This is an optimization exercise on Yosys and OpenROAD, whose aim is small area, not a production implementation.
The RTL was checked by simulation tests, not by an equivalence proof against the original design.
Power is estimated from default activity; no workload was simulated.

==> design/flow/design.v <==
module dual_port_ram #(
  parameter DATA_WIDTH = 8,
  parameter ADDR_WIDTH = 6
)(
  input logic clk,
  input logic rst,
  input logic [DATA_WIDTH-1 : 0] data1,
  input logic [ADDR_WIDTH-1 : 0] addr1,
  input logic enable1,
  input logic [DATA_WIDTH-1 : 0] data2,
  input logic [ADDR_WIDTH-1 : 0] addr2,
  input logic enable2,
  output logic [DATA_WIDTH-1 : 0] q1,
  output logic [DATA_WIDTH-1 : 0] q2
);
  logic [DATA_WIDTH-1 : 0] ram[0 : 2**(ADDR_WIDTH)-1];
  always@(posedge clk) begin
    if(rst) begin
      q1 <= 0;
      q2 <= 0;
    end else begin
      if (enable1) begin
        ram[addr1] <= data1;
      end else begin
        q1 <= ram[addr1];
      end 
      if (enable2) begin
        ram[addr2] <= data2;
      end else begin
        q2 <= ram[addr2];
      end 
    end 
  end
endmodule
==> design/flow/run.sh <==
#!/bin/bash
# synth_recipe.tcl (not shown) runs the flow's synth.tcl, then flattens the netlist and writes it again
# the make line also repeats each setting of config.mk as NAME=value (left out here)
make -C /OpenROAD-flow-scripts/flow DESIGN_CONFIG=/design/flow/config.mk WORK_HOME=/design/flow/orfs CLKGATE_MAP_FILE= SYNTH_SCRIPT=/design/flow/synth_recipe.tcl finish
==> design/flow/config.mk <==
export PLATFORM = sky130hd
export DESIGN_NAME = dual_port_ram
export DESIGN_NICKNAME = dual_port_ram
export VERILOG_FILES = /design/flow/design.v
export SDC_FILE = /design/flow/constraint.sdc
export NUM_CORES = 4
export LEC_CHECK = 0
export CAP_MARGIN = 20
export CORE_MARGIN = 2
export CORE_UTILIZATION = 30
export SLEW_MARGIN = 20
==> design/flow/constraint.sdc <==
create_clock -name core_clock -period 10.0 [get_ports {clk}]
set_input_delay 2.0000 -clock core_clock [delete_from_list [all_inputs] [get_ports {clk}]]
set_output_delay 2.0000 -clock core_clock [all_outputs]
set_load 0.01 [all_outputs]
==> run summary <==
-- synthesized netlist by cell type, types with 5 or more instances --
cell type	n	area, sq um
nand3_1	22	110
a311oi_1	5	43.8
o2111ai_1	8	70.1
and3_1	6	37.5
a221oi_1	130	1140
o22ai_1	62	388
nor2_4	5	56.3
mux2_2	561	6320
a31oi_1	7	43.8
buf_2	71	355
o31a_1	7	61.3
inv_1	11	41.3
inv_2	5	18.8
buf_4	18	135
o221ai_1	12	105
a22o_1	22	193
nor2_1	72	270
o21ai_0	80	400
a2bb2oi_1	6	52.6
o2bb2ai_1	10	87.6
mux2_1	26	293
clkbuf_1	156	586
mux2i_1	93	931
buf_1	23	86.3
a32oi_1	5	43.8
nor2_2	29	181
o211ai_1	11	82.6
edfxtp_1	512	15400
a221o_1	24	240
and2_1	8	50.1
buf_6	13	146
dfxtp_1	16	320
nand2_1	94	353
nor2b_1	17	106
a22oi_1	71	533
mux4_2	67	1510
nor3_1	10	50.1
nand2_4	8	90.1
a21oi_1	70	350
-- worst min path at each step --
stage	endpoint	slack [ns]	cells after the start
final	q2[7]	0.64	2
after global routing	q2[7]	0.63	2
after CTS	q2[7]	0.61	2
after detailed placement	q2[7]	0.60	2
after global placement	q2[7]	0.59	2
after floorplan	q1[2]	0.52	2
-- per-layer routing --
metal  wire, um  GRT usage (%)  part of all wire [%]
met5         95              0                 0.069
met2      57500           35.4                    42
met1      50600           32.7                    37
met4       8060           11.6                   5.8
met3      21600           9.16                    16
-- worst max-delay path, stage by stage --
cell     delay (ns)
buf_6          0.49
buf_4          0.74
inv_2          0.47
nor3_4         1.02
nand2_4        0.23
o21ai_0        0.49
-- power groups by stage --
stage / clock (uW) / combinational, uW / sequential [uW]
floorplan: 0 / 413 / 2510
finish: 2140 / 703 / 2480
CTS: 2140 / 667 / 2470
detailed placement: 0 / 665 / 2520
global placement: 0 / 661 / 2520
global route: 2220 / 711 / 2480
-- flip-flops by register name, indices dropped and copies added (netlist names) --
register and cells:
ram 512, q1 8, q2 8
-- cell type report --
class / count / area [sq um] / share of cell area (%)
flip-flops and latches: 528 / 15700 / 44.7
multi-input cells: 1618 / 14800 / 42.2
well taps: 1391 / 1740 / 4.96
clock buffers: 73 / 1570 / 4.47
repair buffers: 124 / 960 / 2.73
clock inverters: 31 / 251 / 0.716
inverters: 17 / 63.8 / 0.182
diodes: 4 / 10.0 / 0.0285
-- metrics by stage --
step                hold WS [ns]  setup slack [ns]
floorplan                  0.521              5.89
global placement           0.593              4.24
detailed placement         0.598              4.18
CTS                        0.610              4.82
global route               0.633              4.68
finish                     0.637              4.69
-- logic make-up (layout without fill, tap and decap cells) --
group                  after synthesis  count (layout)  share of synthesized area (%)
muxes                              747             747                           28.4
and+or+nand+nor                    298             298                           4.78
DFF                                528             528                           49.3
buffers and inverters              298             245                           4.31
AOI/OAI and AO/OA                  573             573                           13.2
other                                0               4                              0
==> impl_metrics.toml <==
[layout]
drive_above_1_share_pct = 36.7
fin_area_sq_um = 35100
layout.nets = 2380
layout_commonest_cell = "mux2_2"
finish.utilization_pct = 33.4
fill_cells = 10305
area_growth_pct = 10.3
final_cell_mix = "561 x mux2_2, 512 x edfxtp_1, 130 x a221oi_1, 94 x nand2_1, 93 x mux2i_1"
finalNonFillerCells = 3786

[timing]
setup_viol = 0
skew_ns = 0.0227
finalCritPeriodShare_pct = 53.1
rsz0062_at_grt = "no"
finalHoldViolations = 0
worst_pin_slew_ns = 1.23
max_freq_mhz = 188
slew-limit-headroom_pct = 17.9
fin_tns_setup_ns = 0
period_needed_ns = 5.31
final_max_slew_viol_count = 0

[logic_synthesis]
yosysSeqAreaShare_pct = 49.3
synthFlopType = "edfxtp_1"
synth.distinct_cells = 77
synthesis.nets = 2476
synthArstFlopShare_pct = 0
synth_edf_count = 512
avgSynthCellArea_sq_um = 13.0
syn-cell-area_sq_um = 31800
yosysWarnings = 1
syn_inst = 2444
yosys_register_bits = 528

[floorplanning]
die_h_um = 330
row_count = 119
dieWidth_um = 330
io_pins = 48
start_util_pct = 30.3
fp.dieArea_sq_um = 109000
core_sq_um = 105000

[route]
firstDrtPassIters = 9
ant_nets = 0
viasPerCell = 6.70
drtIter0Drc = 5380
drc_errors = 0
wl_per_cell_um = 36.4
vias = 25369
drt_wl_total_um = 138000

[cts]
clkTransAtPathRegs_ns = 0.07
clock_sinks = 528
cts_resized = 0
htreeDepth = 2
root_buffer = "clkbuf_16"
clk_latency_ns = 0.65
cts_tree = "yes"
postCtsSetupBuffers = 0
clk_path_buf_depth = 3
holdBufCountCts = 0
numCtsBuffers = 59

[power_and_ir_drop]
seqPwrFrac_pct = 46.6
p_sw_share_pct = 26.8
total_power_uw = 5320
p_int_uw = 3890
power.switching_uw = 1430
ir_worst_vdd_v = 0.000135
p_per_area_nw_per_um2 = 151
power_frac_comb_pct = 13.2
leakage_uw = 0.0111
pwr-share-clk_pct = 40.2

[worst_hold_path]
hp-class = "reg -> reg"
holdCritStartpoint = "q2[7]"

[run_status]
status = "complete, no violations"

[grt]
grt_pass1_vias = 23593
grt_usage_pct = 24.6
antenna_found_initial = 17
grt_pass1_wl_um = 190000
grt_max_degree = 65
gr-total-overflow = 0

[placement]
hpwl_um = 86100
io_buffers = 47
routabilityCongestion = 1.01
place_area_sq_um = 33300
placed_cells = 3676

[critical_path]
worstReg2RegEnd = "q1[5]"
worstRegToRegCells = 6
endpoint_kind = "register"
path_class = "in -> reg"
crit_path_end = "ram[62][7]"
ff2ff_setup_slack_ns = 7.36
crit_required_ns = 10.26
critPathLaunch = "addr2[2]"
path_max_fanout = 56
r2r-start = "ram[8][5]"
arrival_ns = 5.56
crit_path_start_kind = "input port"

[run]
drv_cap = 0

-- re-timing with driven ports --
In the flow no input, the clock included, has a driving cell. The finished layout below was timed again as built, in two steps.
Step 1, drivers: a clkbuf_16 drives clk and a buf_2 each remaining input, both assumed.
Step 2 also shifts input and output timing later by t, the mid clock arrival at the registers, as if the neighbouring blocks saw the same clock.
a / b / c = ideal / step 1 / step 2; a / b = the first two.
t (ns): 0.708
slack for setup (ns): 4.694 / 4.676 / 3.968
hold WS [ns]: 0.637 / 0.637 / 0.637
worst setup path at the end: input to register
slew at the worst register clock pin (ns): 0.07 / 0.07
After both steps this run still meets setup and hold. The setup slack of this run moves by -0.018 ns with the drivers and by -0.726 ns with both steps.
